Context: an optimization exercise on an open-source flow, tuned for small area, a short achievable clock period and few clock cycles. The choices shown serve that exercise and are no tape-out recipe.
At most, simulation tests tie the RTL to the original design; equivalence was not proved.
For runs 1 to 4, only the layout was checked, not whether the RTL still works.
Power is estimated from default activity; no workload was simulated.

$ cat flow/flow/run.sh
#!/bin/bash
# Standard layout, with the port buffers made of the smallest buffer cell
# (the resizer upsizes them where timing needs it).
set -euo pipefail
export BUFFER_PORTS_ARGS="-buffer_cell sky130_fd_sc_hd__buf_1"
bash standard.sh finish > make_finish.log 2>&1
$ cat flow/standard.sh
#!/bin/bash
# synth_recipe.tcl (not shown) runs the flow's synth.tcl, then flattens the netlist and writes it again
# the make line also repeats each setting of config.mk as NAME=value (left out here)
make -C /OpenROAD-flow-scripts/flow DESIGN_CONFIG=/design/flow/config.mk WORK_HOME=/design/flow/orfs CLKGATE_MAP_FILE= SYNTH_SCRIPT=/design/flow/synth_recipe.tcl "${@:-finish}"
$ cat flow/config.mk
export PLATFORM = sky130hd
export DESIGN_NAME = drawLine
export DESIGN_NICKNAME = drawLine
export VERILOG_FILES = /design/flow/design.v
export SDC_FILE = /design/flow/constraint.sdc
export NUM_CORES = 4
export LEC_CHECK = 0
export ABC_CLOCK_PERIOD_IN_PS = 2500
export CAP_MARGIN = 20
export CORE_MARGIN = 2
export CORE_UTILIZATION = 40
export PLACE_DENSITY = 0.6
export SETUP_SLACK_MARGIN = 3.0
export SLEW_MARGIN = 20
$ cat flow/constraint.sdc
create_clock -name core_clock -period 6.0 [get_ports {clk}]
set_input_delay 1.2000 -clock core_clock [delete_from_list [all_inputs] [get_ports {clk}]]
set_output_delay 1.2000 -clock core_clock [all_outputs]
set_load 0.01 [all_outputs]
$ cat flow/design.v
module drawLine
    (
        output logic [18:0] addr  ,
        output logic [31:0] data  ,
        output logic        wr    ,
        input  logic        busy  ,
        input  logic        clk   ,
        input  logic        reset ,
        input  logic        clk_en,
        input  logic        start ,
        output logic        done  ,
        input  logic [31:0] dataa ,
        input  logic [31:0] datab ,
        input  logic  [7:0] n     ,
        output logic [31:0] result
    );
    logic        sb, sc, se, sf, sg, sw, run;   
    logic        single;                            
    logic        first;                             
    logic        steep, sgx, sgy;
    logic [10:0] freg;
    logic  [9:0] cnt;
    wire [9:0] rp = result[9:0];
    wire [9:0] rq = result[29:20];
    wire idle = ~(sb | sc | se | sf | sg | sw | run);
    wire [9:0] x0 = dataa[9:0];
    wire [9:0] y0 = dataa[19:10];
    wire [9:0] x1 = dataa[29:20];
    wire [9:0] y1 = datab[9:0];
    wire       empty = (x0 == x1) && (y0 == y1) && (n != 8'd0);
    logic       cci;
    wire [11:0] ccw = {1'b0, cnt, 1'b1} + {1'b0, ~rq, cci};
    wire        ccout = ccw[11];
    wire  [9:0] cc = ccw[10:1];
    wire        g    = ~freg[10];               
    logic       sbc;                            
    wire        fsel = sbc | g;
    wire        fci  = sb | g;
    wire [10:0] fop  = fsel ? ~{1'b0, rp} : {1'b0, rq};
    wire [11:0] fsw  = {freg, 1'b1} + {fop, fci};
    wire [10:0] fs   = fsw[11:1];
    wire  [9:0] bigD = steep ? rq : cnt;
    logic       mxs, mys;                       
    wire        mx  = g ? ~first : mxs;
    wire        my  = g ? ~first : mys;
    wire        xn  = mx & sgx;
    wire        h0  = my ^ xn;
    wire        h1  = my ? sgy : xn;
    wire        h2  = my ? ~sgy : xn;
    wire [18:0] addend = {{9{h1}}, h2, h1, h0, {6{xn}}, mx}
                       | {2'b00, rp & {10{sb}}, 7'd0}
                       | {9'd0, rq[9:7] & {3{sc}}, 7'd0};
    wire [18:0] asum = addr + addend;
    wire issue = ~busy;
    wire start_e = idle & start;
    wire ev_run  = (sg | run) & issue;           
    wire last    = (cnt == 10'd1);
    wire ev_one  = ((sc & single) | sw) & issue;  
    wire fin     = (ev_run & last) | ev_one;      
    wire fin_ld  = ((sg | run) & last) | (sc & single) | sw;
    wire        en_cnt  = start_e | sc | (sf & steep) | ev_run;
    wire  [9:0] d_cnt   = (sg | run) ? cnt - 10'd1 :
                          sc ? cc ^ {10{sgx}} :
                          sf ? rq : x1;
    wire        en_freg = start_e | sb | sc | sf | sg | (run & issue & ~first);
    wire [10:0] d_freg  = sf ? ~{2'b00, bigD[9:1]} :
                          idle ? {1'b0, y1} : fs;
    wire        en_addr = start_e | sb | sc | (run & issue);
    wire [18:0] d_addr  = idle ? {y0, 2'b00, x0[6:0]} : asum;
    wire        go      = start_e & ~empty;
    wire        en_rp   = go | sb | sf | fin_ld;
    wire  [9:0] d_rp    = idle ? y0 : sb ? 10'd0 : sf ? cc ^ {10{steep}} : datab[9:0];
    wire        en_rq   = go | (sc & ~single) | (sf & steep) | fin_ld;
    wire  [9:0] d_rq    = idle ? x0 : (sc & ~single) ? fs[9:0] ^ {10{freg[10]}} : sf ? cnt : datab[29:20];
    wire        en_col  = go | fin_ld;
    assign data = {22'd0, result[19:10]};
    always_ff @(posedge clk) begin
        if (reset) begin
            sb     <= 1'b0;
            sc     <= 1'b0;
            se     <= 1'b0;
            sf     <= 1'b0;
            sg     <= 1'b0;
            sw     <= 1'b0;
            run    <= 1'b0;
            wr     <= 1'b0;
            done   <= 1'b0;
            result <= 32'd0;
        end else if (clk_en) begin
            sb   <= start_e & ~empty;
            sc   <= sb;
            se   <= sc & ~single;
            sf   <= se;
            sg   <= sf;
            sw   <= ((sc & single) | sw) & ~issue;
            run  <= (sg | run) & ~(issue & last);
            wr   <= ev_run | ev_one;
            done <= (start_e & empty) | fin;
            if (en_rp)  result[9:0]   <= d_rp;
            if (en_col) result[19:10] <= datab[19:10];
            if (en_rq)  result[29:20] <= d_rq;
            if (fin_ld) result[31:30] <= datab[31:30];
        end
    end
    always_ff @(posedge clk) begin
        if (clk_en) begin
            if (start_e) begin
                single <= (n == 8'd0);
            end
            cci <= go | ((sb | se) & ccout);
            sbc <= go | sb;
            if (start_e | ev_run)
                first <= start_e;
            if (start_e | (ev_run & first)) begin
                mxs <= ~start_e & ~steep;
                mys <= ~start_e & steep;
            end
            if (sb)
                sgx <= ~ccout;
            if (sc)
                sgy <= freg[10];
            if (se)
                steep <= ~ccout;
            if (en_cnt)
                cnt <= d_cnt;
            if (en_freg)
                freg <= d_freg;
            if (en_addr)
                addr <= d_addr;
        end
    end
endmodule
==> results.toml, run 1 <==
[placement]
placed_area_um2 = 8100
dp.cells = 1212
place.port_buffers = 137
routabilityCongestion = 0.965
post-dp-hpwl_mm = 18.8

[global_route]
grt_first_pass_wirelength_mm = 37.4
grt_pass1_vias = 6512
overflow = 0
grt_antenna_before_repair = 0
grt_usage = 0.246
grt_max_degree = 49

[timing]
hold_viol = 0
period_needed_ns = 3.13
max_freq_mhz = 319
rsz0062_at_grt = "true"
max-slew-margin-rel = 0.205
max_slew.worst_pin.slew_ns = 1.18
tns_ns = 0
fin_crit_sh = 0.522
setup_violations = 0
maxSlewViolCount = 0
skew_ns = 0.0115

[detailed_routing]
wl_mm = 26.7
avgViaCountPerCell = 5.77
wl_per_cell_um = 21.1
dr.pass1.iters = 5
initialDrtViolationCount = 772
dr_total_vias = 7306
postRouteAntennaNets = 0
drc = 0

[yosys]
ys_seq_elements = 90
synth.top_cell.area_share = 0.195
synth_top_flop_cell = "edfxtp_1"
synth_area_leaders = "edfxtp_1 (19%), dfxtp_1 (11%), ha_1 (6.6%), a21oi_1 (5.3%), xor2_1 (5.1%)"
synth.largest_area_cell = "edfxtp_1"
async_flop_share = 0
seq_area_frac_synth = 0.304
synth-edff-count = 49
ys_types = 74
avgSynthCellArea_um2 = 8.51
netlist_area_um2 = 7550
ys_warn_count = 1
netlist_instances = 887

[clock_tree]
clock-sinks = 90
ctsHoldBuffers = 0
cts-root-buf = "clkbuf_16"
clk_latency_ns = 0.36
cts_tree = "done"
cts.clk_slew.worst_paths_ns = 0.08
numCtsBuffers = 9
h-tree-depth = 3
clockBufferDepth = 2

[floorplanning]
ios = 162
core_area_um2 = 18600
die_w_um = 141
fp.dieH_um = 141
row_count = 50
start_util = 0.406
design.die.area_um2 = 20000

[critical_path]
crit_fanout = 4
worst_ep_arrival_time_ns = 3.36
critPathCaptureType = "flop"
worstPathRequired_ns = 6.22
cp-start-kind = "flop"
crit_type = "reg2reg"

[final_layout]
final_cells = 1266
final_util = 0.491
nets = 1147
drive_above_1_share = 0.158
antenna_cells = 0
area_delta_synth_final_pct = 21.0
fin_area_um2 = 9130

[pwr]
power_density_nw_per_um2 = 247
finalPower_mw = 2.26
ir_drop_uv = 157
p_leak_nw = 3.54

[status]
outcome = "timing/DRC/antenna clean"

[worst_hold_path]
min_path_type = "reg2reg"

[flow_run]
cap_violations = 0
## cells in the mapped netlist, types with 10 or more instances
cell type	instances
ha_1	40
buf_4	34
edfxtp_1	49
a211oi_1	11
nor2_1	95
nor2b_1	10
o21ai_0	38
mux2i_1	35
a21oi_1	80
inv_1	30
xnor2_1	36
nor3_1	12
nand3_1	14
nand2_1	75
a31oi_1	12
xor2_1	44
clkbuf_1	24
a21o_1	14
buf_2	11
dfxtp_1	41
## final timing paths
kind / from / endpoint / slack [ns] / cells past startpoint
setup reg to reg: freg[10] / addr[18] / 2.87 / 13
hold reg to reg: done / done / 0.48 / 2
hold / removal: done / done / 0.48 / 2
setup / recovery: freg[10] / addr[18] / 2.87 / 13
## placed cells by master, fill, tap and decap left out, drive strengths merged, types with 8 or more instances in the layout
master | Yosys | routed
nor2b | 10 | 10
dfxtp | 41 | 41
nor3 | 13 | 13
xnor2 | 36 | 36
clkbuf | 24 | 11
o21ai | 46 | 46
conb | 1 | 22
mux2 | 8 | 8
xor2 | 44 | 44
nand3 | 14 | 17
ha | 40 | 40
buf | 54 | 178
inv | 30 | 34
a21oi | 82 | 82
mux2i | 35 | 35
nor4 | 9 | 9
a31oi | 12 | 12
nand2b | 9 | 11
and2 | 8 | 8
o211ai | 9 | 9
edfxtp | 49 | 49
a211oi | 12 | 12
nor2 | 97 | 97
nand2 | 76 | 76
a21o | 15 | 15
## cells by family after synthesis
logic type               share of synthesized area
flip-flops                                   0.304
adder cells (fa/ha/maj)                     0.0743
AO/OA/AOI/OAI                                0.216
other                                     0.000497
multiplexers                                0.0584
AND/OR/NAND/NOR                              0.169
XOR/XNOR                                     0.102
buffers and inverters                       0.0754
## what timing repair did
action / 4_1_cts / 5_1_grt
cloned: 1 / 5
endpoints found under the setup margin: 54 / 51
gates resized for setup: 22 / 64
buffers inserted: 15 / 17
pin swaps: 10 / 37
## power breakdown
group / internal, mW / total, mW / switching [mW] / leakage (nW)
clock: 0.293 / 0.575 / 0.281 / 0.146
sequential: 0.706 / 0.769 / 0.0628 / 0.798
combinational: 0.378 / 0.912 / 0.534 / 2.60
## critical path, cell delays in order (launching register included)
cell and delay [ns]:
edfxtp_1 0.47, buf_6 0.17, a21o_1 0.17, nand2_2 0.09, mux2i_1 0.08, a221o_1 0.32, ha_4 0.28, a21oi_4 0.15
nor2_2 0.06, a211oi_2 0.22, o31ai_4 0.12, a31o_1 0.26, or4b_1 0.50, nand3_1 0.10
## per-stage QoR
stage	hold slack [ns]	worst slack [ns]
2_1_floorplan	0.495	3.00
5_1_grt	0.499	2.75
3_3_place_gp	0.464	1.91
4_1_cts	0.481	2.92
3_5_place_dp	0.464	1.84
6_report	0.479	2.87
## sequential cells by signal (all words and copies together), names as in the netlist, 10 cells and up
name and flops:
result 32, cnt 10, addr 19, freg 11
## cell type report
type / count / area [µm²]
Fill cell: 1822 / 9450
Timing Repair Buffer: 180 / 881
Sequential cell: 90 / 2290
Multi-Input combinational cell: 713 / 5240
Clock buffer: 9 / 225
Clock inverter: 7 / 68.8
Tap cell: 234 / 293
Inverter: 32 / 126
Timing Repair inverter: 1 / 5.00
## per-layer routing
metal | up-vias | part of all wire | global-route usage
met5 | - | 0 | 0
met4 | 0 | 0.038 | 0.0895
met3 | 67 | 0.086 | 0.0547
met2 | 361 | 0.46 | 0.400
met1 | 3437 | 0.41 | 0.321
li1 | 3441 | - | -
==> run 2, diff against run 1 <==
--- a/flow/design.v
+++ b/flow/design.v
@@ -15,5 +15,5 @@
         output logic [31:0] result
     );
-    logic        sb, sc, se, sf, sg, sw, run;   
+    logic        sa, sb, sc, se, sf, sg, sw, run;   
     logic        single;                            
     logic        first;                             
@@ -23,5 +23,5 @@
     wire [9:0] rp = result[9:0];
     wire [9:0] rq = result[29:20];
-    wire idle = ~(sb | sc | se | sf | sg | sw | run);
+    wire idle = ~(sa | sb | sc | se | sf | sg | sw | run);
     wire [9:0] x0 = dataa[9:0];
     wire [9:0] y0 = dataa[19:10];
@@ -68,13 +68,13 @@
     wire        en_addr = start_e | sb | sc | (run & issue);
     wire [18:0] d_addr  = idle ? {y0, 2'b00, x0[6:0]} : asum;
-    wire        go      = start_e & ~empty;
-    wire        en_rp   = go | sb | sf | fin_ld;
-    wire  [9:0] d_rp    = idle ? y0 : sb ? 10'd0 : sf ? cc ^ {10{steep}} : datab[9:0];
-    wire        en_rq   = go | (sc & ~single) | (sf & steep) | fin_ld;
-    wire  [9:0] d_rq    = idle ? x0 : (sc & ~single) ? fs[9:0] ^ {10{freg[10]}} : sf ? cnt : datab[29:20];
-    wire        en_col  = go | fin_ld;
+    wire        en_rp   = sa | sb | sf | fin_ld;
+    wire  [9:0] d_rp    = sa ? y0 : sb ? 10'd0 : sf ? cc ^ {10{steep}} : datab[9:0];
+    wire        en_rq   = sa | (sc & ~single) | (sf & steep) | fin_ld;
+    wire  [9:0] d_rq    = sa ? x0 : (sc & ~single) ? fs[9:0] ^ {10{freg[10]}} : sf ? cnt : datab[29:20];
+    wire        en_col  = sa | fin_ld;
     assign data = {22'd0, result[19:10]};
     always_ff @(posedge clk) begin
         if (reset) begin
+            sa     <= 1'b0;
             sb     <= 1'b0;
             sc     <= 1'b0;
@@ -88,5 +88,6 @@
             result <= 32'd0;
         end else if (clk_en) begin
-            sb   <= start_e & ~empty;
+            sa   <= start_e & ~empty;
+            sb   <= sa;
             sc   <= sb;
             se   <= sc & ~single;
@@ -108,6 +109,6 @@
                 single <= (n == 8'd0);
             end
-            cci <= go | ((sb | se) & ccout);
-            sbc <= go | sb;
+            cci <= sa | ((sb | se) & ccout);
+            sbc <= sa | sb;
             if (start_e | ev_run)
                 first <= start_e;
==> results.toml, run 2 <==
[detailed_routing]
initialDrtViolationCount = 809
avgViaCountPerCell = 5.65
postRouteAntennaNets = 0
drc = 0
wl_per_cell_um = 19.9
dr.pass1.iters = 5
dr_total_vias = 6917
wl_mm = 24.4

[final_layout]
final_cells = 1224
antenna_cells = 0
layout_common_cells = "buf_1 (136), nor2_1 (89), nand2_1 (67)"
reg.largest.list = "result (32), addr (19), freg (11)"
drive_above_1_share = 0.137
area_delta_synth_final_pct = 20.8
fin_area_um2 = 8960
fillers = 1758
nets = 1110
final_common_cell = "buf_1"
largest_register_ff_count = 32
regMostFlops = "result"
final_util = 0.495

[timing]
hold_slack_ns = 0.463
max-slew-margin-rel = 0.291
max_slew.worst_pin.slew_ns = 1.06
max_freq_mhz = 299
period_needed_ns = 3.34
fin_crit_sh = 0.557
skew_ns = 0.00880
hold_viol = 0
maxSlewViolCount = 0
setup_violations = 0
tns_ns = 0
rsz0062_at_grt = "true"
setup_slack_ns = 2.66

[pwr]
ir_drop_uv = 130
power_density_nw_per_um2 = 225
p_leak_nw = 3.41
combPwrFrac = 0.347
clkPwrFrac = 0.288
swShare = 0.358
finalPower_mw = 2.02
power.switching_mw = 0.721
p_int_mw = 1.30
p_seq_frac = 0.365

[yosys]
synth_fa_ha_area_frac = 0.0755
yosys-top-cells-count = "nor2_1 (94), a21oi_1 (73), nand2_1 (68), o21ai_0 (51), edfxtp_1 (49)"
seq_area_frac_synth = 0.312
synth-simple-area-share = 0.148
avgSynthCellArea_um2 = 8.63
synth_area_leaders = "edfxtp_1 (20%), dfxtp_1 (11%), ha_1 (6.7%), mux2i_1 (5.0%), a21oi_1 (4.9%)"
ys_types = 71
synthXorXnorAreaFrac = 0.107
synth_top_family_by_area = "compound AO/OA/AOI/OAI gates"
ys_warn_count = 1
synth-edff-count = 49
synth.largest_area_cell = "edfxtp_1"
synth.top_cell.area_share = 0.198
synthMuxAreaShare = 0.0605
netlist_instances = 860
async_flop_share = 0
post-synth-top-count-cell = "nor2_1"
synth_top_flop_cell = "edfxtp_1"
synth_compound_area_frac = 0.222
netlist_area_um2 = 7420
ys_seq_elements = 91

[placement]
post-dp-hpwl_mm = 17.5
place.port_buffers = 137
routabilityCongestion = 0.942
pre_cts_ws_ns = 1.72
dp.cells = 1176
placed_area_um2 = 7960

[floorplanning]
design.die.area_um2 = 19700
core_area_um2 = 18100
die_w_um = 140
fp.dieH_um = 140
start_util = 0.410
ios = 162
row_count = 49

[critical_path]
cp-start-kind = "flop"
worst_ep_arrival_time_ns = 3.43
crit_type = "reg2reg"
critPathCaptureType = "flop"
worstPathRequired_ns = 6.09
crit_fanout = 6

[global_route]
grt_usage = 0.239
grt_antenna_before_repair = 0
overflow = 0
grt_first_pass_wirelength_mm = 36.1
grt_max_degree = 68
grt_pass1_vias = 6245

[worst_hold_path]
min_path_type = "reg2reg"

[flow_run]
cap_violations = 0

[clock_tree]
cts-root-buf = "clkbuf_16"
cts_tree = "done"
clk_latency_ns = 0.36
numCtsBuffers = 9
cts.clk_slew.worst_paths_ns = 0.07
clock-sinks = 91
clockBufferDepth = 2
h-tree-depth = 3

[status]
outcome = "timing/DRC/antenna clean"
## run 2: metal layers
metal | up-vias | GRT usage | wire (µm)
li1 | 3345 | - | -
met1 | 3202 | 0.340 | 10700
met2 | 336 | 0.391 | 11300
met3 | 34 | 0.0308 | 1950
met5 | - | 0 | 0
met4 | 0 | 0.0542 | 415
## run 2: power by group through the flow
stage / combinational (mW) / sequential, mW / clock [mW]
after floorplan: 0.425 / 0.742 / 0
after global placement: 0.559 / 0.750 / 0
after detailed placement: 0.563 / 0.750 / 0
after CTS: 0.621 / 0.734 / 0.587
after global routing: 0.759 / 0.739 / 0.610
final: 0.700 / 0.736 / 0.580
## run 2: final timing paths
kind | start | end | slack, ns | cells after the start
max reg2reg | freg[10] | addr[16] | 2.66 | 15
min | result[31] | result[31] | 0.46 | 2
min reg2reg | result[31] | result[31] | 0.46 | 2
max | freg[10] | addr[16] | 2.66 | 15
## run 2: layout make-up
| class | instances | area, µm² | share of cell area |
|---|---|---|---|
| multi-input cells | 683 | 5110 | 0.571 |
| clock inverters | 7 | 63.8 | 0.00712 |
| clock buffers | 9 | 225 | 0.0251 |
| well taps | 229 | 287 | 0.0320 |
| repair buffers | 174 | 828 | 0.0924 |
| inverters | 31 | 129 | 0.0144 |
| flip-flops and latches | 91 | 2310 | 0.258 |
## run 2: cell families after synthesis
group / count (synthesis)
adders and majority gates: 43
xor gates and xnor gates: 83
AOI/OAI and AO/OA: 252
buffers and inverters: 109
and+or+nand+nor: 237
other: 1
muxes: 44
DFF: 91
## run 2: repair_timing
| item | CTS | global route |
|---|---|---|
| pin swaps | 22 | 33 |
| endpoints found under the setup margin | 47 | 32 |
| gates cloned | 1 | 1 |
| hold buffers | 0 | 0 |
| gates resized for setup | 51 | 43 |
| setup buffers | 19 | 11 |
## run 2: critical path: stages, from the launching register on
cell       delay [ns]
edfxtp_1         0.41
buf_12           0.17
clkinv_8         0.04
mux2_4           0.32
xnor2_2          0.14
a221o_1          0.31
ha_4             0.23
a21o_1           0.16
or3_4            0.35
o2111ai_4        0.25
a31oi_4          0.15
buf_6            0.15
buf_6            0.11
nor2_4           0.07
xor2_1           0.15
o21ai_1          0.07
==> run 3, diff against run 2 <==
--- a/flow/config.mk
+++ b/flow/config.mk
@@ -11,4 +11,4 @@
 export CORE_UTILIZATION = 40
 export PLACE_DENSITY = 0.6
-export SETUP_SLACK_MARGIN = 3.0
+export SETUP_SLACK_MARGIN = 2.9
 export SLEW_MARGIN = 20
==> results.toml, run 3 <==
[worst_hold_path]
min_path_type = "reg2reg"
hold_path_end = "result[31]"
min_from = "result[31]"
hold_path_depth = 2

[yosys]
netlist_area_um2 = 7420
synth_top_flop_cell = "edfxtp_1"
post-synth-top-count-cell = "nor2_1"
synth-edff-count = 49
synth.top_cell.area_share = 0.198
ys_types = 71
synth_area_leaders = "edfxtp_1 (20%), dfxtp_1 (11%), ha_1 (6.7%), mux2i_1 (5.0%), a21oi_1 (4.9%)"
avgSynthCellArea_um2 = 8.63
ys_warn_count = 1
yosys-top-cells-count = "nor2_1 (94), a21oi_1 (73), nand2_1 (68), o21ai_0 (51), edfxtp_1 (49)"
seq_area_frac_synth = 0.312
ys_seq_elements = 91
async_flop_share = 0
netlist_instances = 860
synth.largest_area_cell = "edfxtp_1"

[clock_tree]
cts.clk_slew.worst_paths_ns = 0.08
cts_tree = "done"
clk_latency_ns = 0.36
clockBufferDepth = 2
numCtsBuffers = 9
cts-root-buf = "clkbuf_16"
h-tree-depth = 3
ctsHoldBuffers = 0
clock-sinks = 91

[critical_path]
r2r_slack_ns = 2.70
cp_slowest_cell = "edfxtp_1"
r2r_start = "freg[10]"
worst_ep_arrival_time_ns = 3.40
critPathCaptureType = "flop"
critical_path_buf_inv_count = 2
crit_fanout = 5
path_cells = "buf_6 > clkinv_8 > mux2_4 > xnor2_2 > a221o_1 > ha_4 > a21o_1 > or3_4 > o2111ai_4 > a31oi_4 > o41ai_4 > xnor2_1 > a21oi_1"
critPathTopFamily = "compound AO/OA/AOI/OAI gates"
cp-start-kind = "flop"
timing.rr.end = "addr[18]"
cpPeakStageDelay_ns = 0.38
r2r_cells = 13
worstPathRequired_ns = 6.10
crit_type = "reg2reg"
path_depth = 13

[global_route]
grt_first_pass_wirelength_mm = 37.1
grt_max_degree = 69
overflow = 0
grt_pass1_vias = 6364
grt_antenna_before_repair = 0
grt_usage = 0.245

[final_layout]
layout_common_cells = "buf_1 (136), nor2_1 (89), nand2_1 (67)"
final_common_cell = "buf_1"
area_delta_synth_final_pct = 18.5
antenna_cells = 0
fillers = 1755
drive_above_1_share = 0.121
largest_register_ff_count = 32
final_cells = 1218
nets = 1104
regMostFlops = "result"
reg.largest.list = "result (32), addr (19), freg (11)"

[pwr]
p_leak_nw = 3.36
power_density_nw_per_um2 = 226
ir_drop_uv = 146

[timing]
skew_ns = 0.0102
fin_crit_sh = 0.551
setup_violations = 0
max-slew-margin-rel = 0.308
tns_ns = 0
maxSlewViolCount = 0
rsz0062_at_grt = "true"
max_freq_mhz = 303
hold_viol = 0
period_needed_ns = 3.30
max_slew.worst_pin.slew_ns = 1.04

[detailed_routing]
avgViaCountPerCell = 5.67
dr.pass1.iters = 5
dr_total_vias = 6904
wl_mm = 24.5
wl_per_cell_um = 20.1
postRouteAntennaNets = 0
drc = 0
initialDrtViolationCount = 603

[placement]
post-dp-hpwl_mm = 17.7
dp.cells = 1175
routabilityCongestion = 0.938
place.port_buffers = 137

[floorplanning]
core_area_um2 = 18100
fp.dieH_um = 140
ios = 162
row_count = 49
design.die.area_um2 = 19700
die_w_um = 140
start_util = 0.410

[flow_run]
cap_violations = 0

[status]
outcome = "timing/DRC/antenna clean"
-- run 3: cell counts after synthesis --
No cell type changed its count.
-- run 3: kinds of logic (layout without fill, tap and decap cells) --
kind of cell,after synthesis,after routing,synth area share
buffers and inverters,109,215,0.0745
AND/OR/NAND/NOR,237,239,0.148
XOR/XNOR,83,83,0.107
AO/OA/AOI/OAI,252,252,0.222
other,1,22,0.000505
multiplexers,44,44,0.0605
adder cells (fa/ha/maj),43,43,0.0755
flip-flops,91,91,0.312
-- run 3: per-stage QoR --
stage | cell area [µm²] | hold WS [ns] | utilization | power, mW | setup slack [ns]
3_5_place_dp | 7950 | 0.449 | 0.440 | 1.31 | 1.81
5_1_grt | 8800 | 0.480 | 0.486 | 2.08 | 2.60
3_3_place_gp | 7950 | 0.443 | 0.440 | 1.31 | 1.85
4_1_cts | 8510 | 0.461 | 0.470 | 1.93 | 2.62
2_1_floorplan | 7550 | 0.451 | - | 1.17 | 2.90
6_report | 8800 | 0.459 | 0.486 | 1.99 | 2.70
-- run 3: worst max path at each step --
stage                          end      from  slack, ns
after global placement    addr[18]  freg[10]       1.85
after CTS                 addr[18]  freg[10]       2.62
final                     addr[18]  freg[10]       2.70
after global routing      addr[18]  freg[10]       2.60
after detailed placement  addr[18]  freg[10]       1.81
after floorplan           addr[12]  freg[10]       2.90
-- run 3: tightest hold or removal path: stages (launching register included) --
cell and delay, ns:
dfxtp_1 0.32, nand2_1 0.05, a21oi_1 0.05
-- run 3: layout make-up --
class                           count  area (µm²)  share of cell area
Clock buffer                        9         225              0.0256
Timing Repair Buffer              168         763              0.0868
Multi-Input combinational cell    683        5010               0.570
Sequential cell                    91        2310               0.263
Inverter                           31         129              0.0147
Clock inverter                      7        68.8             0.00782
Tap cell                          229         287              0.0326
-- run 3: per-layer routing --
layer	up-vias	wire length, µm	GRT usage
li1	3334	-	-
met1	3221	11000	0.352
met2	322	11100	0.384
met3	27	2020	0.0417
met4	0	396	0.0564
met5	-	0	0
-- run 3: what timing repair did --
action,CTS,global route
resized for setup,31,44
endpoints found under the setup margin,56,22
buffers inserted,15,10
cloned,1,1
pin swaps,16,35
-- run 3: power breakdown --
| group | leakage [nW] | internal, mW | switching [mW] | total (mW) |
|---|---|---|---|---|
| clock network | 0.144 | 0.292 | 0.298 | 0.590 |
| registers | 0.802 | 0.698 | 0.0383 | 0.737 |
| logic | 2.42 | 0.280 | 0.380 | 0.661 |
==> run 4, diff against run 3 <==
--- a/flow/config.mk
+++ b/flow/config.mk
@@ -11,4 +11,4 @@
 export CORE_UTILIZATION = 40
 export PLACE_DENSITY = 0.6
-export SETUP_SLACK_MARGIN = 2.9
+export SETUP_SLACK_MARGIN = 3.1
 export SLEW_MARGIN = 20
==> results.toml, run 4 <==
[status]
outcome = "timing/DRC/antenna clean"

[detailed_routing]
wl_per_cell_um = 20.1
postRouteAntennaNets = 0
initialDrtViolationCount = 772
wl_mm = 24.8
dr.pass1.iters = 5
avgViaCountPerCell = 5.67
dr_total_vias = 6994
drc = 0

[placement]
post-dp-hpwl_mm = 17.8
pre_cts_ws_ns = 2.27
placed_area_um2 = 8010
place.port_buffers = 137
dp.cells = 1178
routabilityCongestion = 0.914

[worst_hold_path]
min_path_type = "reg2reg"
hold_path_depth = 2

[yosys]
synth.largest_area_cell = "edfxtp_1"
ys_types = 71
ys_warn_count = 1
synth-edff-count = 49
avgSynthCellArea_um2 = 8.63
seq_area_frac_synth = 0.312
post-synth-top-count-cell = "nor2_1"
netlist_area_um2 = 7420
yosys-top-cells-count = "nor2_1 (94), a21oi_1 (73), nand2_1 (68), o21ai_0 (51), edfxtp_1 (49)"
ys_seq_elements = 91
synth_top_flop_cell = "edfxtp_1"
async_flop_share = 0
netlist_instances = 860
synth_area_leaders = "edfxtp_1 (20%), dfxtp_1 (11%), ha_1 (6.7%), mux2i_1 (5.0%), a21oi_1 (4.9%)"
synth.top_cell.area_share = 0.198

[global_route]
overflow = 0
grt_max_degree = 68
grt_first_pass_wirelength_mm = 37.1
grt_antenna_before_repair = 0
grt_pass1_vias = 6430
grt_usage = 0.246

[critical_path]
crit_type = "reg2reg"
cp_slowest_cell = "edfxtp_1"
worstPathRequired_ns = 6.10
critPathCaptureType = "flop"
path_cells = "buf_12 > clkinv_8 > mux2_4 > xnor2_2 > a221o_1 > ha_4 > a21o_1 > or3_4 > o2111ai_4 > a31oi_4 > o41ai_2 > xnor2_1 > a21oi_1"
cp-start-kind = "flop"
worst_ep_arrival_time_ns = 3.46
crit_fanout = 3
cpPeakStageDelay_ns = 0.46
r2r_cells = 13

[clock_tree]
clockBufferDepth = 2
cts.clk_slew.worst_paths_ns = 0.08
cts-root-buf = "clkbuf_16"
cts_tree = "done"
numCtsBuffers = 9
clock-sinks = 91
h-tree-depth = 3
clk_latency_ns = 0.36

[timing]
max_slew.worst_pin.slew_ns = 1.09
fin_crit_sh = 0.559
maxSlewViolCount = 0
setup_violations = 0
max-slew-margin-rel = 0.274
hold_viol = 0
rsz0062_at_grt = "true"
hold_slack_ns = 0.464
setup_slack_ns = 2.65
skew_ns = 0.0107
max_freq_mhz = 298
period_needed_ns = 3.35
tns_ns = 0

[pwr]
power.switching_mw = 0.752
swShare = 0.362
p_int_mw = 1.33
combPwrFrac = 0.355
finalPower_mw = 2.08
p_seq_frac = 0.354
ir_drop_uv = 127
p_leak_nw = 3.50
clkPwrFrac = 0.291
power_density_nw_per_um2 = 227

[final_layout]
reg.largest.list = "result (32), addr (19), freg (11)"
final_cells = 1234
fin_area_um2 = 9150
nets = 1120
final_common_cell = "buf_1"
final_util = 0.506
area_delta_synth_final_pct = 23.3
layout_common_cells = "buf_1 (135), nor2_1 (87), nand2_1 (66)"
antenna_cells = 0
largest_register_ff_count = 32
fillers = 1742
regMostFlops = "result"
drive_above_1_share = 0.165

[floorplanning]
ios = 162
die_w_um = 140
core_area_um2 = 18100
fp.dieH_um = 140
row_count = 49
design.die.area_um2 = 19700
start_util = 0.410

[flow_run]
cap_violations = 0
[run 4: worst max-delay path: cells and delay by family (launching register included)]
family | cells | cell delay, ns
AND/OR/NAND/NOR | 1 | 0.36
AO/OA/AOI/OAI | 6 | 1.20
XOR/XNOR | 2 | 0.31
buffers and inverters | 2 | 0.21
adder cells (fa/ha/maj) | 1 | 0.23
flip-flops | 1 | 0.46
multiplexers | 1 | 0.33
[run 4: layout make-up]
class,count,area [µm²],area share
inverter,31,131,0.0144
tap,229,287,0.0313
clock buffer,9,225,0.0246
sequential,91,2320,0.253
timing repair buffer,184,925,0.101
clock inverter,7,76.3,0.00834
multi-input combinational,683,5190,0.567
[run 4: path summary, 6_finish.rpt]
check	from	endpoint	slack [ns]
worst max register to register	freg[10]	addr[18]	2.65
worst min register to register	result[30]	result[30]	0.46
worst max-delay path	freg[10]	addr[18]	2.65
worst min-delay path	result[30]	result[30]	0.46
[run 4: power by group through the flow]
stage | logic, mW | clock network, mW | registers, mW
2_1_floorplan | 0.430 | 0 | 0.742
6_report | 0.737 | 0.605 | 0.736
4_1_cts | 0.646 | 0.607 | 0.734
3_5_place_dp | 0.574 | 0 | 0.747
5_1_grt | 0.796 | 0.634 | 0.740
3_3_place_gp | 0.571 | 0 | 0.747
[run 4: per-layer routing]
metal  routed length [µm]  GRT usage  part of all wire
met4                  537     0.0675             0.022
met2                11200      0.393              0.45
met3                 1920     0.0458             0.078
met5                    0          0                 0
met1                11100      0.342              0.45
[run 4: timing repair]
action / CTS / global route
pin swaps: 41 / 44
resized for setup: 60 / 61
cloned: 2 / 0
endpoints found under the setup margin: 41 / 89
hold buffers: 0 / 0
buffers inserted: 23 / 15
[run 4: logic make-up after synthesis]
group | count (synthesis) | share of synthesized area
buf+inv | 109 | 0.0745
flops | 91 | 0.312
other cells | 1 | 0.000505
fa+ha+maj | 43 | 0.0755
simple gates | 237 | 0.148
mux | 44 | 0.0605
compound gates | 252 | 0.222
xor+xnor | 83 | 0.107
==> run 5, diff against run 4 <==
--- a/flow/design.v
+++ b/flow/design.v
@@ -15,5 +15,5 @@
         output logic [31:0] result
     );
-    logic        sa, sb, sc, se, sf, sg, sw, run;   
+    logic        sa, sb, sc, sd, se, sf, sg, sw, run;   
     logic        single;                            
     logic        first;                             
@@ -23,5 +23,5 @@
     wire [9:0] rp = result[9:0];
     wire [9:0] rq = result[29:20];
-    wire idle = ~(sa | sb | sc | se | sf | sg | sw | run);
+    wire idle = ~(sa | sb | sc | sd | se | sf | sg | sw | run);
     wire [9:0] x0 = dataa[9:0];
     wire [9:0] y0 = dataa[19:10];
@@ -70,6 +70,6 @@
     wire        en_rp   = sa | sb | sf | fin_ld;
     wire  [9:0] d_rp    = sa ? y0 : sb ? 10'd0 : sf ? cc ^ {10{steep}} : datab[9:0];
-    wire        en_rq   = sa | (sc & ~single) | (sf & steep) | fin_ld;
-    wire  [9:0] d_rq    = sa ? x0 : (sc & ~single) ? fs[9:0] ^ {10{freg[10]}} : sf ? cnt : datab[29:20];
+    wire        en_rq   = sa | sd | (sf & steep) | fin_ld;
+    wire  [9:0] d_rq    = sa ? x0 : sd ? freg[9:0] ^ {10{sgy}} : sf ? cnt : datab[29:20];
     wire        en_col  = sa | fin_ld;
     assign data = {22'd0, result[19:10]};
@@ -79,4 +79,5 @@
             sb     <= 1'b0;
             sc     <= 1'b0;
+            sd     <= 1'b0;
             se     <= 1'b0;
             sf     <= 1'b0;
@@ -91,5 +92,6 @@
             sb   <= sa;
             sc   <= sb;
-            se   <= sc & ~single;
+            sd   <= sc & ~single;
+            se   <= sd;
             sf   <= se;
             sg   <= sf;
==> results.toml, run 5 <==
[placement]
placed_area_um2 = 7900
dp.cells = 1196
post-dp-hpwl_mm = 16.8
routabilityCongestion = 0.880
place.port_buffers = 137

[clock_tree]
clockBufferDepth = 2
clk_latency_ns = 0.36
h-tree-depth = 3
cts.clk_slew.worst_paths_ns = 0.07
numCtsBuffers = 9
cts_tree = "done"
cts-root-buf = "clkbuf_16"
clock-sinks = 92

[floorplanning]
start_util = 0.408
fp.dieH_um = 140
core_area_um2 = 18000
design.die.area_um2 = 19500
die_w_um = 140
ios = 162
row_count = 49

[pwr]
p_seq_frac = 0.381
p_int_mw = 1.32
swShare = 0.325
finalPower_mw = 1.95
power.switching_mw = 0.634
ir_drop_uv = 137
combPwrFrac = 0.296
power_density_nw_per_um2 = 224
p_leak_nw = 3.26
clkPwrFrac = 0.323

[yosys]
synth.top_cell.area_share = 0.200
post-synth-top-count-cell = "a21oi_1"
yosys-top-cells-count = "a21oi_1 (95), nor2_1 (88), nand2_1 (79), xnor2_1 (50), edfxtp_1 (49)"
ys_types = 62
synth_top_flop_cell = "edfxtp_1"
synth.largest_area_cell = "edfxtp_1"
async_flop_share = 0
synth-edff-count = 49
synth_area_leaders = "edfxtp_1 (20%), dfxtp_1 (12%), ha_1 (6.8%), a21oi_1 (6.5%), xnor2_1 (6.0%)"
seq_area_frac_synth = 0.317
avgSynthCellArea_um2 = 8.36
ys_seq_elements = 92
netlist_instances = 880
netlist_area_um2 = 7350
ys_warn_count = 1

[flow_run]
cap_violations = 0

[critical_path]
crit_fanout = 3
worst_ep_arrival_time_ns = 3.08
cp-start-kind = "flop"
worstPathRequired_ns = 6.09
crit_type = "reg2reg"
critPathCaptureType = "flop"
r2r_slack_ns = 3.01
r2r_cells = 13

[detailed_routing]
postRouteAntennaNets = 0
dr_total_vias = 6844
drc = 0
avgViaCountPerCell = 5.49
wl_per_cell_um = 18.9
dr.pass1.iters = 5
wl_mm = 23.5
initialDrtViolationCount = 535

[timing]
max-slew-margin-rel = 0.341
skew_ns = 0.00859
hold_viol = 0
tns_ns = 0
setup_violations = 0
max_freq_mhz = 334
hold_slack_ns = 0.459
period_needed_ns = 2.99
fin_crit_sh = 0.499
maxSlewViolCount = 0
max_slew.worst_pin.slew_ns = 0.988
rsz0062_at_grt = "true"

[global_route]
grt_usage = 0.234
grt_antenna_before_repair = 0
overflow = 0
grt_pass1_vias = 6376
grt_max_degree = 74
grt_first_pass_wirelength_mm = 35.7

[final_layout]
largest_register_ff_count = 32
final_common_cell = "buf_1"
reg.largest.list = "result (32), addr (19), freg (11)"
regMostFlops = "result"
final_cells = 1246
fin_area_um2 = 8740
layout_common_cells = "buf_1 (136), a21oi_1 (88), nor2_1 (86)"
area_delta_synth_final_pct = 18.9
drive_above_1_share = 0.110
nets = 1132
antenna_cells = 0

[worst_hold_path]
hold_path_depth = 2
min_path_type = "reg2reg"

[status]
outcome = "timing/DRC/antenna clean"
## run 5: changes by cell type after synthesis, sizes merged, moves of 6 or more
cell and delta:
a311oi -7, a211oi +14, a21oi +22, nand2b -6, xnor2 +9, mux2i -19
o21ai -6, nand2 +11, a31oi -6, nor2b +12
## run 5: cell type report
| type | count | area, µm² |
|---|---|---|
| fill | 1824 | 9290 |
| multi-input combinational | 704 | 4820 |
| sequential | 92 | 2330 |
| timing repair buffer | 178 | 881 |
| tap | 229 | 287 |
| clock buffer | 9 | 225 |
| inverter | 27 | 106 |
| clock inverter | 7 | 90.1 |
## run 5: final timing paths
path | from | end
worst min-delay path | result[31] | result[31]
worst max-delay path | sgx | addr[14]
worst min register to register | result[31] | result[31]
worst max register to register | sgx | addr[14]
## run 5: power groups by stage
stage                     clock network, mW  registers (mW)  logic, mW
after floorplan                           0           0.750      0.380
after global placement                    0           0.757      0.498
after detailed placement                  0           0.758      0.500
after CTS                             0.640           0.742      0.540
after global routing                  0.661           0.747      0.639
final                                 0.631           0.744      0.579
## run 5: logic make-up (layout without fill, tap and decap cells)
family | Yosys count | in the layout | synth area share
XOR/XNOR | 92 | 92 | 0.110
buffers and inverters | 107 | 221 | 0.0723
AO/OA/AOI/OAI | 266 | 266 | 0.231
multiplexers | 25 | 25 | 0.0352
flip-flops | 92 | 92 | 0.317
other | 1 | 22 | 0.000510
adder cells (fa/ha/maj) | 43 | 43 | 0.0762
AND/OR/NAND/NOR | 254 | 256 | 0.158
## run 5: worst max-delay path, stage by stage, from the launching register on
cell and delay (ns):
edfxtp_1 0.48, nand2_2 0.12, o21ai_2 0.08, a21oi_4 0.18, inv_2 0.05, a221o_1 0.30, ha_4 0.18, or3_4 0.33
a211o_1 0.24, o21ai_2 0.20, o21a_1 0.22, buf_4 0.13, xor2_1 0.14, a21oi_1 0.08
## run 5: per-stage QoR
stage / worst slack (ns) / utilization
3_3_place_gp: 2.18 / 0.438
2_1_floorplan: 3.08 / -
5_1_grt: 2.91 / 0.485
6_report: 3.01 / 0.485
4_1_cts: 3.05 / 0.473
3_5_place_dp: 2.20 / 0.438
## run 5: repair_timing
item,CTS,global route
pin swaps,15,19
hold buffers,0,0
gates resized for setup,32,25
gates cloned,2,1
setup buffers,19,12
setup endpoints to repair,72,56
## run 5: per-layer routing
metal | vias to the layer above | share of wire | track usage
met1 | 3219 | 0.47 | 0.337
met5 | - | 0 | 0
met3 | 35 | 0.054 | 0.0217
li1 | 3377 | - | -
met4 | 0 | 0.030 | 0.0921
met2 | 213 | 0.45 | 0.365
Testbench counts of run 5, summed over its fixed seeds: cycles 75,107.
==> run 6, diff against run 5 <==
--- a/flow/config.mk
+++ b/flow/config.mk
@@ -11,4 +11,4 @@
 export CORE_UTILIZATION = 40
 export PLACE_DENSITY = 0.6
-export SETUP_SLACK_MARGIN = 3.1
+export SETUP_SLACK_MARGIN = 2.9
 export SLEW_MARGIN = 20
==> results.toml, run 6 <==
[global_route]
grt_usage = 0.230
overflow = 0
grt_max_degree = 74
grt_pass1_vias = 6252
grt_antenna_before_repair = 0
grt_first_pass_wirelength_mm = 35.0

[final_layout]
largest_register_ff_count = 32
drive_above_1_share = 0.0831
layout_common_cells = "buf_1 (136), a21oi_1 (89), nor2_1 (86)"
reg.largest.list = "result (32), addr (19), freg (11)"
fin_area_um2 = 8500
nets = 1114
antenna_cells = 0
final_common_cell = "buf_1"
regMostFlops = "result"
final_util = 0.471
area_delta_synth_final_pct = 15.5

[critical_path]
critPathTopFamily = "compound AO/OA/AOI/OAI gates"
r2r_slack_ns = 2.95
r2r_cells = 12
timing.rr.end = "freg[10]"
r2r_start = "freg[10]"
crit_fanout = 10
cp_slowest_cell = "edfxtp_1"
critPathCaptureType = "flop"
crit_type = "reg2reg"
worstPathRequired_ns = 6.11
path_cells = "buf_4 > nand2b_4 > nor2_1 > a21oi_1 > ha_1 > a21oi_2 > o21ai_2 > a221o_1 > or3_4 > a311oi_2 > xnor2_1 > a21o_1"
cp-start-kind = "flop"
cpPeakStageDelay_ns = 0.47
critical_path_buf_inv_count = 1
worst_ep_arrival_time_ns = 3.16

[worst_hold_path]
hold_path_end = "result[30]"
min_from = "result[30]"
hold_path_depth = 2
min_path_type = "reg2reg"

[placement]
routabilityCongestion = 0.913
post-dp-hpwl_mm = 16.9
place.port_buffers = 137
pre_cts_ws_ns = 2.00
placed_area_um2 = 7870

[yosys]
ys_seq_elements = 92
synthXorXnorAreaFrac = 0.110
post-synth-top-count-cell = "a21oi_1"
synth_compound_area_frac = 0.231
synth.top_cell.area_share = 0.200
yosys-top-cells-count = "a21oi_1 (95), nor2_1 (88), nand2_1 (79), xnor2_1 (50), edfxtp_1 (49)"
synthMuxAreaShare = 0.0352
synth_area_leaders = "edfxtp_1 (20%), dfxtp_1 (12%), ha_1 (6.8%), a21oi_1 (6.5%), xnor2_1 (6.0%)"
netlist_instances = 880
avgSynthCellArea_um2 = 8.36
synth_top_flop_cell = "edfxtp_1"
synth-edff-count = 49
seq_area_frac_synth = 0.317
netlist_area_um2 = 7350
synth_fa_ha_area_frac = 0.0762
synth.largest_area_cell = "edfxtp_1"
async_flop_share = 0
synth_top_family_by_area = "compound AO/OA/AOI/OAI gates"
synth-simple-area-share = 0.158
ys_warn_count = 1
ys_types = 62

[floorplanning]
start_util = 0.408
ios = 162
fp.dieH_um = 140
die_w_um = 140
row_count = 49
core_area_um2 = 18000
design.die.area_um2 = 19500

[detailed_routing]
initialDrtViolationCount = 487
wl_per_cell_um = 18.6
dr.pass1.iters = 5
avgViaCountPerCell = 5.49
dr_total_vias = 6743
postRouteAntennaNets = 0
wl_mm = 22.9
drc = 0

[timing]
rsz0062_at_grt = "true"
skew_ns = 0.0104
max_slew.worst_pin.slew_ns = 1.09
setup_violations = 0
fin_crit_sh = 0.508
period_needed_ns = 3.05
setup_slack_ns = 2.95
hold_viol = 0
tns_ns = 0
max-slew-margin-rel = 0.273
maxSlewViolCount = 0
max_freq_mhz = 328

[clock_tree]
h-tree-depth = 3
clockBufferDepth = 2
cts-root-buf = "clkbuf_16"
cts.clk_slew.worst_paths_ns = 0.07
clk_latency_ns = 0.36
numCtsBuffers = 9
clock-sinks = 92
cts_tree = "done"

[flow_run]
cap_violations = 0

[pwr]
p_leak_nw = 3.17
ir_drop_uv = 138
power_density_nw_per_um2 = 231

[status]
outcome = "timing/DRC/antenna clean"
==> run 6: cell types whose count changed in the layout (fill, tap and decap cells not counted), sizes merged <==
cell / before / now
buf: 176 / 160
bufinv: 2 / 3
clkbuf: 11 / 10
clkinv: 4 / 3
clkinvlp: 1 / 0
inv: 27 / 28
nand2b: 6 / 5
==> run 6: area by class of cell <==
type / instances / area, µm²
Sequential cell: 92 / 2330
Timing Repair Buffer: 161 / 732
Inverter: 27 / 101
Clock inverter: 7 / 114
Clock buffer: 9 / 225
Tap cell: 229 / 287
Fill cell: 1787 / 9530
Multi-Input combinational cell: 703 / 4700
==> run 6: timing repair <==
action	4_1_cts	5_1_grt
hold buffers	0	0
gates cloned	0	1
pin swaps	3	13
buffers inserted	9	7
setup endpoints to repair	57	50
gates resized for setup	14	27
==> run 6: tightest hold or removal path: stages, from the launching register on <==
cell and delay, ns:
dfxtp_1 0.31, nand2_1 0.05, a21oi_1 0.05
==> run 6: how the worst max path moves through the flow <==
stage | slack (ns) | end | start | cells after the start
floorplan | 2.96 | addr[16] | sgx | 13
global route | 2.81 | addr[15] | freg[10] | 13
finish | 2.95 | freg[10] | freg[10] | 12
global placement | 2.00 | addr[16] | sgx | 13
detailed placement | 2.00 | addr[18] | sgx | 13
CTS | 2.90 | addr[17] | freg[10] | 12
==> run 6: power breakdown <==
part | switching (mW) | internal [mW] | total (mW)
sequential | 0.0374 | 0.705 | 0.742
combinational | 0.317 | 0.226 | 0.543
clock | 0.267 | 0.407 | 0.674
==> run 6: cells by family after synthesis <==
group | Yosys count
buf+inv | 107
fa+ha+maj | 43
mux | 25
simple gates | 254
flops | 92
compound gates | 266
other cells | 1
xor+xnor | 92
==> run 6: per-layer routing <==
| metal | global-route usage | share of wire | vias up |
|---|---|---|---|
| met2 | 0.367 | 0.47 | 228 |
| li1 | - | - | 3332 |
| met1 | 0.327 | 0.46 | 3158 |
| met3 | 0.0344 | 0.061 | 25 |
| met4 | 0.0558 | 0.015 | 0 |
| met5 | 0 | 0 | - |
==> run 6: through the flow <==
stage / power [mW] / hold slack (ns) / instances
2_1_floorplan: 1.13 / 0.421 / 901
3_3_place_gp: 1.25 / 0.444 / 1195
3_5_place_dp: 1.26 / 0.449 / 1195
4_1_cts: 1.94 / 0.457 / 1220
5_1_grt: 2.05 / 0.499 / 1228
6_report: 1.96 / 0.454 / 1228
==> run 7, diff against run 6 <==
--- a/flow/config.mk
+++ b/flow/config.mk
@@ -10,5 +10,5 @@
 export CORE_MARGIN = 2
 export CORE_UTILIZATION = 40
-export PLACE_DENSITY = 0.6
+export PLACE_DENSITY = 0.7
 export SETUP_SLACK_MARGIN = 2.9
 export SLEW_MARGIN = 20
==> results.toml, run 7 <==
[yosys]
synth.largest_area_cell = "edfxtp_1"
post-synth-top-count-cell = "a21oi_1"
yosys-top-cells-count = "a21oi_1 (95), nor2_1 (88), nand2_1 (79), xnor2_1 (50), edfxtp_1 (49)"
ys_warn_count = 1
synth_top_flop_cell = "edfxtp_1"
seq_area_frac_synth = 0.317
ys_seq_elements = 92
ys_types = 62
async_flop_share = 0
netlist_area_um2 = 7350
synth.top_cell.area_share = 0.200
synth_area_leaders = "edfxtp_1 (20%), dfxtp_1 (12%), ha_1 (6.8%), a21oi_1 (6.5%), xnor2_1 (6.0%)"
avgSynthCellArea_um2 = 8.36
synth-edff-count = 49
netlist_instances = 880

[global_route]
overflow = 0
grt_first_pass_wirelength_mm = 34.5
grt_antenna_before_repair = 0
grt_usage = 0.224
grt_max_degree = 73
grt_pass1_vias = 6300

[detailed_routing]
dr_total_vias = 6924
avgViaCountPerCell = 5.64
dr.pass1.iters = 5
wl_mm = 22.6
postRouteAntennaNets = 0
wl_per_cell_um = 18.4
initialDrtViolationCount = 419
drc = 0

[critical_path]
cp_slowest_cell = "edfxtp_1"
path_cells = "buf_6 > nand2b_4 > nor2_2 > a21oi_2 > ha_4 > a21oi_2 > o21ai_2 > a221o_1 > or3_4 > a311oi_2 > xnor2_1 > a21o_1"
crit_fanout = 7
worst_ep_arrival_time_ns = 3.18
worstPathRequired_ns = 6.11
critPathCaptureType = "flop"
crit_top_cell = "a21oi_2"
crit_type = "reg2reg"
cp-start-kind = "flop"
cpPeakStageDelay_ns = 0.52

[timing]
rsz0062_at_grt = "true"
period_needed_ns = 3.07
hold_viol = 0
setup_violations = 0
maxSlewViolCount = 0
max_freq_mhz = 326
skew_ns = 0.00764
max-slew-margin-rel = 0.338
max_slew.worst_pin.slew_ns = 0.987
fin_crit_sh = 0.511
tns_ns = 0

[final_layout]
largest_register_ff_count = 32
reg.largest.list = "result (32), addr (19), freg (11)"
regArea_um2 = 2340
fin_area_um2 = 8450
nets = 1112
layout_common_cells = "buf_1 (136), a21oi_1 (89), nor2_1 (84)"
multi_input_area_um2 = 4730
fillers = 1775
final_common_cell = "buf_1"
drive_above_1_share = 0.0883
regMostFlops = "result"
area_delta_synth_final_pct = 14.9

[clock_tree]
numCtsBuffers = 9
clock-sinks = 92
cts_tree = "done"
cts-root-buf = "clkbuf_16"
ctsHoldBuffers = 0
cts.clk_slew.worst_paths_ns = 0.06
clk_latency_ns = 0.36
h-tree-depth = 3
clockBufferDepth = 2

[floorplanning]
core_area_um2 = 18000
fp.dieH_um = 140
ios = 162
design.die.area_um2 = 19500
row_count = 49
start_util = 0.408
die_w_um = 140

[status]
outcome = "timing/DRC/antenna clean"

[worst_hold_path]
min_path_type = "reg2reg"

[placement]
routabilityCongestion = 0.880
place.port_buffers = 137
post-dp-hpwl_mm = 16.6
placed_area_um2 = 7870

[pwr]
ir_drop_uv = 154
power_density_nw_per_um2 = 221
p_leak_nw = 3.14
finalPower_mw = 1.87

[flow_run]
cap_violations = 0
[run 7: cell families after synthesis]
group	after synthesis	share of synthesized area
AOI/OAI and AO/OA	266	0.231
and+or+nand+nor	254	0.158
buffers and inverters	107	0.0723
xor gates and xnor gates	92	0.110
DFF	92	0.317
adders and majority gates	43	0.0762
muxes	25	0.0352
other	1	0.000510
[run 7: worst paths after layout]
path / startpoint / to / slack [ns] / cells past startpoint
worst max-delay path: freg[10] / freg[10] / 2.93 / 12
worst min-delay path: result[30] / result[30] / 0.46 / 2
worst max register to register: freg[10] / freg[10] / 2.93 / 12
worst min register to register: result[30] / result[30] / 0.46 / 2
[run 7: metrics by stage]
step                 util  worst slack [ns]  hold WS [ns]  instances
floorplan               -              2.96         0.421        901
global placement    0.437              2.09         0.445       1195
detailed placement  0.437              2.07         0.456       1195
CTS                 0.459              2.91         0.465       1220
global route        0.468              2.80         0.494       1226
finish              0.469              2.93         0.460       1227
[run 7: layer usage]
layer | global-route usage | vias to the layer above | wire (µm)
met4 | 0.0989 | 0 | 911
met2 | 0.350 | 319 | 10300
li1 | - | 3335 | -
met3 | 0.0372 | 56 | 1890
met1 | 0.307 | 3214 | 9480
met5 | 0 | - | 0
[run 7: final cells by class]
| class | count | share of cell area |
|---|---|---|
| clock inverters | 1 | 0.000593 |
| inverters | 27 | 0.0120 |
| repair buffers | 158 | 0.0821 |
| multi-input cells | 704 | 0.560 |
| flip-flops and latches | 92 | 0.277 |
| diodes | 1 | 0.000296 |
| well taps | 229 | 0.0339 |
| clock buffers | 15 | 0.0341 |
[run 7: power by group]
| part | switching, mW | internal [mW] | total (mW) |
|---|---|---|---|
| clock | 0.249 | 0.326 | 0.575 |
| sequential | 0.0388 | 0.705 | 0.744 |
| combinational | 0.318 | 0.228 | 0.546 |
[run 7: repair_timing]
item / CTS / global route
pin swaps: 2 / 14
cloned: 0 / 2
resized for setup: 10 / 36
setup endpoints to repair: 55 / 60
setup buffers: 9 / 4
[run 7: worst max-delay path: cells and delay by family, from the launching register on]
kind | cells | cell delay [ns]
compound gates | 6 | 1.21
xor+xnor | 1 | 0.10
fa+ha+maj | 1 | 0.24
buf+inv | 1 | 0.20
flops | 1 | 0.52
simple gates | 3 | 0.56
==> run 8, diff against run 7 <==
--- a/flow/config.mk
+++ b/flow/config.mk
@@ -11,4 +11,4 @@
 export CORE_UTILIZATION = 40
 export PLACE_DENSITY = 0.7
-export SETUP_SLACK_MARGIN = 2.9
+export SETUP_SLACK_MARGIN = 3.0
 export SLEW_MARGIN = 20
==> results.toml, run 8 <==
[status]
outcome = "timing/DRC/antenna clean"

[yosys]
synth_area_leaders = "edfxtp_1 (20%), dfxtp_1 (12%), ha_1 (6.8%), a21oi_1 (6.5%), xnor2_1 (6.0%)"
avgSynthCellArea_um2 = 8.36
synth_top_flop_cell = "edfxtp_1"
post-synth-top-count-cell = "a21oi_1"
async_flop_share = 0
seq_area_frac_synth = 0.317
yosys-top-cells-count = "a21oi_1 (95), nor2_1 (88), nand2_1 (79), xnor2_1 (50), edfxtp_1 (49)"
ys_types = 62
synth.top_cell.area_share = 0.200
netlist_area_um2 = 7350
netlist_instances = 880
ys_warn_count = 1
synth.largest_area_cell = "edfxtp_1"
ys_seq_elements = 92
synth-edff-count = 49

[final_layout]
area_delta_synth_final_pct = 15.3
antenna_cells = 0
final_common_cell = "buf_1"
regMostFlops = "result"
largest_register_ff_count = 32
nets = 1118
drive_above_1_share = 0.0917
layout_common_cells = "buf_1 (136), a21oi_1 (89), nor2_1 (85)"
reg.largest.list = "result (32), addr (19), freg (11)"

[clock_tree]
cts_tree = "done"
cts-root-buf = "clkbuf_16"
numCtsBuffers = 9
clk_latency_ns = 0.35
h-tree-depth = 3
clockBufferDepth = 2
cts.clk_slew.worst_paths_ns = 0.07
clock-sinks = 92

[critical_path]
r2r_start = "freg[10]"
crit_fanout = 8
r2r_cells = 13
cp-start-kind = "flop"
timing.rr.end = "addr[17]"
critPathCaptureType = "flop"
crit_type = "reg2reg"
r2r_slack_ns = 2.94
worstPathRequired_ns = 6.09
worst_ep_arrival_time_ns = 3.15

[worst_hold_path]
min_from = "result[30]"
hold_path_depth = 2
min_path_type = "reg2reg"
hold_path_end = "result[30]"

[placement]
pre_cts_ws_ns = 2.08
place.port_buffers = 137
routabilityCongestion = 0.877
post-dp-hpwl_mm = 16.5

[floorplanning]
ios = 162
design.die.area_um2 = 19500
fp.dieH_um = 140
core_area_um2 = 18000
row_count = 49
die_w_um = 140
start_util = 0.408

[timing]
fin_crit_sh = 0.510
max-slew-margin-rel = 0.337
skew_ns = 0.00771
rsz0062_at_grt = "true"
setup_violations = 0
tns_ns = 0
hold_viol = 0
maxSlewViolCount = 0
max_freq_mhz = 327
setup_slack_ns = 2.94
max_slew.worst_pin.slew_ns = 0.995
period_needed_ns = 3.06

[global_route]
grt_max_degree = 73
grt_pass1_vias = 6424
overflow = 0
grt_usage = 0.228
grt_antenna_before_repair = 0
grt_first_pass_wirelength_mm = 35.2

[detailed_routing]
drc = 0
wl_per_cell_um = 18.3
wl_mm = 22.6
avgViaCountPerCell = 5.63
initialDrtViolationCount = 588
postRouteAntennaNets = 0
dr_total_vias = 6936
dr.pass1.iters = 5

[pwr]
finalPower_mw = 1.83
p_leak_nw = 3.14
power_density_nw_per_um2 = 216
ir_drop_uv = 131

[flow_run]
cap_violations = 0
[run 8: stage by stage]
stage          hold slack, ns  std cells  utilization  cell area (µm²)
2_1_floorplan           0.421        901            -             7440
3_3_place_gp            0.444       1193        0.436             7850
3_5_place_dp            0.448       1193        0.436             7850
4_1_cts                 0.456       1222        0.460             8290
5_1_grt                 0.493       1232        0.470             8480
6_report                0.456       1232        0.470             8480
[run 8: power by group]
group / internal (mW) / total (mW) / switching, mW
Sequential: 0.704 / 0.744 / 0.0398
Combinational: 0.232 / 0.548 / 0.317
Clock: 0.290 / 0.536 / 0.246
[run 8: cells by family (layout without fill, tap and decap cells)]
family,count (synthesis),count (layout),synth area share
AOI/OAI and AO/OA,266,266,0.231
xor gates and xnor gates,92,92,0.110
adders and majority gates,43,43,0.0762
buffers and inverters,107,207,0.0723
DFF,92,92,0.317
muxes,25,25,0.0352
other,1,22,0.000510
and+or+nand+nor,254,256,0.158
[run 8: repair_timing]
| action | CTS | global route |
|---|---|---|
| hold buffers | 0 | 0 |
| gates cloned | 1 | 1 |
| pin swaps | 4 | 16 |
| setup buffers | 12 | 9 |
| gates resized for setup | 19 | 30 |
| endpoints found under the setup margin | 60 | 53 |
[run 8: final cells by class]
type / count / area [µm²]
Inverter: 27 / 101
Sequential cell: 92 / 2340
Clock inverter: 3 / 13.8
Fill cell: 1803 / 9550
Clock buffer: 13 / 250
Timing Repair Buffer: 164 / 746
Multi-Input combinational cell: 704 / 4730
Tap cell: 229 / 287
[run 8: how the worst max path moves through the flow]
stage / to / startpoint / slack (ns) / cells after the start
finish: addr[17] / freg[10] / 2.94 / 13
global route: addr[15] / freg[10] / 2.83 / 14
CTS: addr[18] / freg[10] / 2.95 / 12
detailed placement: freg[0] / sb / 2.08 / 9
global placement: freg[2] / sb / 2.09 / 9
floorplan: addr[17] / sgx / 3.01 / 13
[run 8: per-layer routing]
layer	part of all wire	GRT usage	up-vias	routed length, µm
li1	-	-	3338	-
met1	0.43	0.312	3251	9800
met2	0.46	0.358	307	10400
met3	0.074	0.0286	40	1670
met4	0.033	0.108	0	746
met5	0	0	-	0
[run 8: worst max-delay path, stage by stage, from the launching register on]
cell and delay [ns]:
edfxtp_1 0.43, buf_6 0.17, nor3b_1 0.34, a21oi_4 0.06, buf_4 0.18, nand2_1 0.07
ha_1 0.28, a21o_1 0.23, a21o_1 0.21, a21oi_2 0.19, o31ai_4 0.10, a311o_1 0.33
xnor2_1 0.14, o21ai_0 0.08
==> run 9, diff against run 8 <==
--- a/flow/config.mk
+++ b/flow/config.mk
@@ -10,5 +10,5 @@
 export CORE_MARGIN = 2
 export CORE_UTILIZATION = 40
-export PLACE_DENSITY = 0.7
+export PLACE_DENSITY = 0.6
 export SETUP_SLACK_MARGIN = 3.0
 export SLEW_MARGIN = 20
==> results.toml, run 9 <==
[clock_tree]
ctsHoldBuffers = 0
numCtsBuffers = 9
clockBufferDepth = 2
clock-sinks = 92
h-tree-depth = 3
cts.clk_slew.worst_paths_ns = 0.07
clk_latency_ns = 0.36
cts-root-buf = "clkbuf_16"
cts_tree = "done"

[yosys]
synth_top_flop_cell = "edfxtp_1"
seq_area_frac_synth = 0.317
synth.largest_area_cell = "edfxtp_1"
synth_area_leaders = "edfxtp_1 (20%), dfxtp_1 (12%), ha_1 (6.8%), a21oi_1 (6.5%), xnor2_1 (6.0%)"
ys_seq_elements = 92
post-synth-top-count-cell = "a21oi_1"
async_flop_share = 0
yosys-top-cells-count = "a21oi_1 (95), nor2_1 (88), nand2_1 (79), xnor2_1 (50), edfxtp_1 (49)"
ys_types = 62
netlist_instances = 880
avgSynthCellArea_um2 = 8.36
ys_warn_count = 1
synth-edff-count = 49
synth.top_cell.area_share = 0.200
netlist_area_um2 = 7350

[detailed_routing]
drc = 0
wl_per_cell_um = 18.8
dr_wl_met2_mm = 10.7
avgViaCountPerCell = 5.50
wl_met3_mm = 1.57
highest_layer = "met4"
initialDrtViolationCount = 395
dr.pass1.iters = 5
wl_met1_mm = 10.4
dr_total_vias = 6759
wl_mm = 23.1
postRouteAntennaNets = 0

[timing]
max_slew.worst_pin.slew_ns = 1.06
maxSlewViolCount = 0
tns_ns = 0
max-slew-margin-rel = 0.294
fin_crit_sh = 0.501
max_freq_mhz = 332
period_needed_ns = 3.01
rsz0062_at_grt = "true"
hold_viol = 0
skew_ns = 0.00709
hold_slack_ns = 0.459
setup_violations = 0

[critical_path]
cp-start-kind = "flop"
cpPeakStageDelay_ns = 0.45
worstPathRequired_ns = 6.12
crit_type = "reg2reg"
crit_fanout = 5
critical_path_buf_inv_count = 1
critPathTopFamily = "compound AO/OA/AOI/OAI gates"
path_cells = "buf_4 > nand2b_4 > nor2_1 > a21oi_1 > ha_1 > a21oi_2 > o21ai_2 > a221o_1 > or3_4 > a311oi_2 > xnor2_1 > a21o_1"
critPathCaptureType = "flop"
worst_ep_arrival_time_ns = 3.13
cp_slowest_cell = "edfxtp_1"

[floorplanning]
core_area_um2 = 18000
die_w_um = 140
start_util = 0.408
ios = 162
row_count = 49
fp.dieH_um = 140
design.die.area_um2 = 19500

[final_layout]
regArea_um2 = 2340
regMostFlops = "result"
largest_register_ff_count = 32
final_common_cell = "buf_1"
reg.largest.list = "result (32), addr (19), freg (11)"
layout_common_cells = "buf_1 (136), a21oi_1 (89), nor2_1 (85)"
multi_input_area_um2 = 4740
antenna_cells = 0
final_util = 0.470
fillers = 1809
area_delta_synth_final_pct = 15.2
nets = 1115
drive_above_1_share = 0.0960

[global_route]
grt_usage = 0.230
grt_antenna_before_repair = 0
grt_pass1_vias = 6156
grt_max_degree = 73
overflow = 0
grt_first_pass_wirelength_mm = 35.1

[status]
outcome = "timing/DRC/antenna clean"

[flow_run]
cap_violations = 0

[pwr]
finalPower_mw = 1.85
p_leak_nw = 3.14
power_density_nw_per_um2 = 219
ir_drop_uv = 143

[placement]
post-dp-hpwl_mm = 16.8
routabilityCongestion = 0.906
place.port_buffers = 137

[worst_hold_path]
min_path_type = "reg2reg"
[run 9: cell types whose count changed in the layout (fill, tap and decap cells not counted), moves of 2 or more]
| cell | before | now |
|---|---|---|
| o21ai_0 | 41 | 37 |
| dfxtp_4 | 3 | 1 |
| buf_4 | 22 | 19 |
| clkinv_4 | 0 | 2 |
| clkinvlp_4 | 0 | 2 |
| dfxtp_1 | 39 | 41 |
| clkbuf_1 | 3 | 0 |
| o21ai_2 | 2 | 5 |
[run 9: worst reg2reg max path: stages (launching register included)]
cell      delay (ns)
edfxtp_1        0.45
buf_4           0.20
nand2b_4        0.12
nor2_1          0.05
a21oi_1         0.13
ha_1            0.28
a21oi_2         0.17
o21ai_2         0.10
a221o_1         0.35
or3_4           0.35
a311oi_2        0.30
xnor2_1         0.10
a21o_1          0.17
[run 9: repair_timing]
item | 4_1_cts | 5_1_grt
pin swaps | 7 | 14
setup endpoints to repair | 63 | 39
gates resized for setup | 23 | 33
setup buffers | 10 | 6
gates cloned | 1 | 1
[run 9: final timing paths]
path | endpoint | slack, ns | cells after the start | start
setup / recovery | freg[10] | 2.99 | 12 | freg[10]
hold reg to reg | result[30] | 0.46 | 2 | result[30]
setup reg to reg | freg[10] | 2.99 | 12 | freg[10]
hold / removal | result[30] | 0.46 | 2 | result[30]
[run 9: final cells by class]
| cell class | count | share of cell area |
|---|---|---|
| timing repair buffer | 161 | 0.0854 |
| tap | 229 | 0.0338 |
| inverter | 27 | 0.0123 |
| multi-input combinational | 704 | 0.560 |
| sequential | 92 | 0.276 |
| clock inverter | 7 | 0.00606 |
| clock buffer | 9 | 0.0266 |
[run 9: kinds of logic after synthesis]
kind of cell | after synthesis | share of synthesized area
DFF | 92 | 0.317
muxes | 25 | 0.0352
xor gates and xnor gates | 92 | 0.110
adders and majority gates | 43 | 0.0762
buffers and inverters | 107 | 0.0723
AOI/OAI and AO/OA | 266 | 0.231
and+or+nand+nor | 254 | 0.158
other | 1 | 0.000510
[run 9: metal layers]
| layer | vias to the layer above | global-route usage |
|---|---|---|
| met2 | 266 | 0.371 |
| met3 | 25 | 0.0268 |
| li1 | 3324 | - |
| met4 | 0 | 0.0684 |
| met5 | - | 0 |
| met1 | 3144 | 0.325 |
[run 9: power by group]
group	total, mW	internal (mW)	switching (mW)
sequential	0.743	0.705	0.0383
clock	0.556	0.283	0.274
combinational	0.553	0.231	0.322
total	1.85	1.22	0.634
[run 9: stage by stage]
step | std cells | cell area (µm²) | setup WS [ns]
2_1_floorplan | 901 | 7440 | 3.01
3_3_place_gp | 1195 | 7870 | 2.12
3_5_place_dp | 1195 | 7870 | 2.05
4_1_cts | 1222 | 8310 | 2.97
5_1_grt | 1229 | 8470 | 2.87
6_report | 1229 | 8470 | 2.99

[re-timing with driven ports]
The flow's constraints put no driver on any port. The routed layouts listed below were extracted and timed again, unchanged, in two steps. Step 1: set_driving_cell puts a clkbuf_16 on clk and a buf_2 on each other input, an assumption about the parent block. Step 2 moves the port delays by t, midway between the first and last clock arrival at a register: inputs arrive t later, outputs are due t later. That takes back most of the time a late clock gives input paths. Slacks: ideal ports / drivers / drivers and shift; pairs: ideal ports / drivers.
| run | shift t [ns] | setup WS [ns] | worst setup path at the end | latest minus earliest clock arrival (ns) | pins driven straight from the clock port |
|---|---|---|---|---|---|
| run 1 | 0.403 | 2.866 / 2.866 / 2.669 | input to register | 0.012 / 0.012 | 1 |
| run 2 | 0.397 | 2.658 / 2.658 / 2.658 | register to register | 0.009 / 0.009 | 1 |
| run 3 | 0.405 | 2.696 / 2.696 / 2.696 | register to register | 0.010 / 0.010 | 1 |
| run 4 | 0.406 | 2.647 / 2.647 / 2.647 | register to register | 0.012 / 0.013 | 1 |
| run 5 | 0.396 | 3.008 / 3.008 / 2.987 | input to register | 0.008 / 0.009 | 1 |
| run 6 | 0.392 | 2.950 / 2.950 / 2.950 | register to register | 0.010 / 0.010 | 1 |
| run 7 | 0.397 | 2.932 / 2.932 / 2.932 | register to register | 0.008 / 0.008 | 1 |
| run 8 | 0.389 | 2.938 / 2.938 / 2.938 | register to register | 0.008 / 0.007 | 1 |
| run 9 | 0.400 | 2.991 / 2.991 / 2.991 | register to register | 0.007 / 0.007 | 1 |
After both steps every run listed still meets setup and hold. The setup slack of run 1, which loses most, moves by 0.000 ns with the drivers and by -0.197 ns with both steps.
